This is an optimization exercise on Yosys and OpenROAD, whose aim is a short achievable clock period and few clock cycles, not a production implementation.
Function was checked by simulation only, so behaviour that the tests miss may differ from the original.
Power and IR drop assume default switching activity.

Design mips_core, start of the top module:
module mips_core #(
    parameter integer SP_INITIAL = 24
) (
    output [31:0] i_memory_address,
    output [31:0] d_memory_address,
    output [31:0] d_memory_write_data,
    output d_memory_write,
    input [31:0] i_memory_data,
    input [31:0] d_memory_data,
    input rst,
    input clk
);
For scale: roughly 8400 cells after synthesis, about 160 I/O pins, about 77000 um2 of cells after synthesis.
Settings: LEC_CHECK=0, CAP_MARGIN=20, CORE_MARGIN=2, CORE_UTILIZATION=40, SETUP_SLACK_MARGIN=0.2, SLEW_MARGIN=20, SYNTH_HIERARCHICAL=1; clock period 12.0 ns.
standard.sh (not shown) runs the stock make flow with config.mk's settings and CLKGATE_MAP_FILE= SYNTH_SCRIPT=/design/flow/synth_recipe.tcl, a recipe that flattens the netlist after the stock synthesis.
==> flow/flow/run.sh <==
#!/bin/bash
set -euo pipefail
bash standard.sh SETUP_SLACK_MARGIN=8.5 finish > flow_make.log 2>&1
Testbench counts at the start, summed over its fixed seeds: cycles 80,578.
==> next run, changes <==
--- a/flow/design.v
+++ b/flow/design.v
@@ -109,25 +109,22 @@
 );
     localparam [2:0] ALU_ADD = 3'd0, ALU_SUB = 3'd1, ALU_AND = 3'd2, ALU_OR = 3'd3,
                      ALU_ORN = 3'd4, ALU_SLL = 3'd5, ALU_ZERO = 3'd6;
     reg  [31:2] pc_f;
     reg         valid_d;
     reg  [31:0] ir_d;
     reg  [31:2] pc4_d;
     reg         pred_d;
-    reg  [ 5:0] idx_d;
     reg  [ 4:0] wreg_e;
     reg         lw_e, sw_e, beq_e, pred_e;
     reg  [ 2:0] aluop_e;
     reg  [ 4:0] shamt_e;
     reg  [31:0] a_e, b_e, sd_e;
     reg  [31:2] alt_e;
-    reg  [ 5:0] idx_e;
-    reg  [ 1:0] bht[0:63];
     reg  [ 4:0] wreg_m;
     reg         lw_m, we_m;
     reg  [31:0] res_m, wd_m;
     reg  [31:0] rf[1:31];
     reg  [31:0] alu_e;
     always @(*)
         case (aluop_e)
             ALU_ADD: alu_e = a_e + b_e;
@@ -196,68 +193,63 @@
     );
     fetch_next u_next (
         .insn    (i_memory_data),
         .use_f   (use_f),
         .pc4     (pc4_f),
         .hip     (bhip),
         .him     (bhim),
         .early_pc(early_pc),
-        .hist    (bht[pc_f[7:2]][1]),
         .pred    (pred_f),
         .next_pc (next_pc)
     );
     wire pred_f;
     wire [31:0] insn_f = i_memory_data;
     always @(posedge clk or negedge rst)
         if (!rst) begin
             pc_f <= 30'd0;
         end else pc_f <= next_pc;
     always @(posedge clk or negedge rst)
         if (!rst) begin
             valid_d <= 1'b0;
             ir_d <= 32'd0;
             pc4_d <= 30'd0;
             pred_d <= 1'b0;
-            idx_d <= 6'd0;
         end else if (redirect) valid_d <= 1'b0;
         else if (!stall) begin
             valid_d <= 1'b1;
             ir_d <= insn_f;
             pc4_d <= pc4_f;
             pred_d <= pred_f;
-            idx_d <= pc_f[7:2];
         end
     always @(posedge clk or negedge rst)
         if (!rst) begin
             wreg_e <= 5'd0;
             lw_e <= 1'b0;
             sw_e <= 1'b0;
             beq_e <= 1'b0;
             pred_e <= 1'b0;
             aluop_e <= ALU_ADD;
             shamt_e <= 5'd0;
             a_e <= 32'd0;
             b_e <= 32'd0;
             sd_e <= 32'd0;
             alt_e <= 30'd0;
-            idx_e <= 6'd0;
         end else begin
             wreg_e <= issue ? wreg_d : 5'd0;
             lw_e <= issue & lw_d;
             sw_e <= issue & sw_d;
             beq_e <= issue & beq_d;
             pred_e <= pred_d;
             aluop_e <= aluop_d;
             shamt_e <= ir_d[10:6];
             a_e <= fwd_rs;
             b_e <= imm_d ? sext_d : fwd_rt;
             sd_e <= fwd_rt;
             alt_e <= pred_d ? pc4_d : btarget_d;
-            idx_e <= idx_d;
         end
     always @(posedge clk or negedge rst)
         if (!rst) begin
             wreg_m <= 5'd0;
             lw_m <= 1'b0;
             we_m <= 1'b0;
             res_m <= 32'd0;
             wd_m <= 32'd0;
@@ -266,23 +258,16 @@
             lw_m <= lw_e;
             we_m <= sw_e;
             res_m <= alu_e;
             wd_m <= sd_e;
         end
     integer i;
     always @(posedge clk or negedge rst)
         if (!rst) begin
-            for (i = 0; i < 64; i = i + 1) bht[i] <= 2'b01;
-        end else if (beq_e) begin
-            if (eq_e && bht[idx_e] != 2'b11) bht[idx_e] <= bht[idx_e] + 2'd1;
-            else if (!eq_e && bht[idx_e] != 2'b00) bht[idx_e] <= bht[idx_e] - 2'd1;
-        end
-    always @(posedge clk or negedge rst)
-        if (!rst) begin
             for (i = 1; i < 32; i = i + 1) rf[i] <= (i == 29) ? SP_INITIAL : 32'd0;
         end else if (wreg_m != 5'd0) rf[wreg_m] <= wb_m;
 endmodule
 module pc_incdec (
     input  [21:0] hi,
     output [21:0] hip,
     output [21:0] him
 );
@@ -291,22 +276,21 @@
 endmodule
 module fetch_next (
     input  [31:0] insn,
     input         use_f,
     input  [31:2] pc4,
     input  [31:10] hip,
     input  [31:10] him,
     input  [31:2] early_pc,
-    input         hist,
     output        pred,
     output [31:2] next_pc
 );
     wire        j = insn[31:26] == 6'd2;
     wire        short_off = insn[15:8] == 8'h00 || insn[15:8] == 8'hFF;
     assign pred = insn[31:26] == 6'd4 && short_off &&
-                  (insn[25:21] == insn[20:16] || insn[15] || hist);
+                  (insn[25:21] == insn[20:16] || insn[15]);
     wire [ 8:0] blo = {1'b0, pc4[9:2]} + {1'b0, insn[7:0]};
     wire [31:10] bhi = (insn[15] == blo[8]) ? pc4[31:10] : blo[8] ? hip : him;
     wire [31:2] btarget = {bhi, blo[7:0]};
     wire [31:2] jtarget = {pc4[31:28], insn[25:0]};
     assign next_pc = (use_f & j) ? jtarget : (use_f & pred) ? btarget : early_pc;
 endmodule
=> The changed run finished clean; power goes down by 14%; non-clock buffer count shrinks by 176; final cell count came out lower by 8.0%; setup slack gains 75 ps; register-to-register slack improves by 160 ps; area after synthesis drops by 9.7%; design area falls by 12%; core utilization fell by 1.5 points; global-route usage is higher by 1.3 points; synthesized cell count is lower by 6.8%; flip-flop and latch count fell by 140.
Testbench counts after the change, summed over its fixed seeds: cycles 82,064.

-- afterwards: timing with drivers on the ports --
Ports are ideal in the flow. The routed layouts listed here were re-timed in OpenROAD.
Step 1: set_driving_cell puts a clkbuf_16 on clk and a buf_2 on each other input, an assumption about the parent block.
Step 2 times the ports against the registers' clock, not the clock port: input delays grow and output delays shrink by t, the midpoint of the rising clock arrivals with the driver on.
Slacks: no drivers / after step 1 / after step 2; pairs: no drivers / after step 1.
| run | shift t [ns] | setup slack, ns | latest minus earliest clock arrival (ns) |
|---|---|---|---|
| the first run | 0.918 | 8.078 / 7.988 / 7.272 | 0.046 / 0.047 |
| the second run | 0.909 | 8.153 / 8.057 / 7.339 | 0.063 / 0.063 |
After both steps every run listed still meets setup and hold. The setup slack of the second run, which loses most, moves by -0.096 ns with the drivers and by -0.814 ns with both steps.
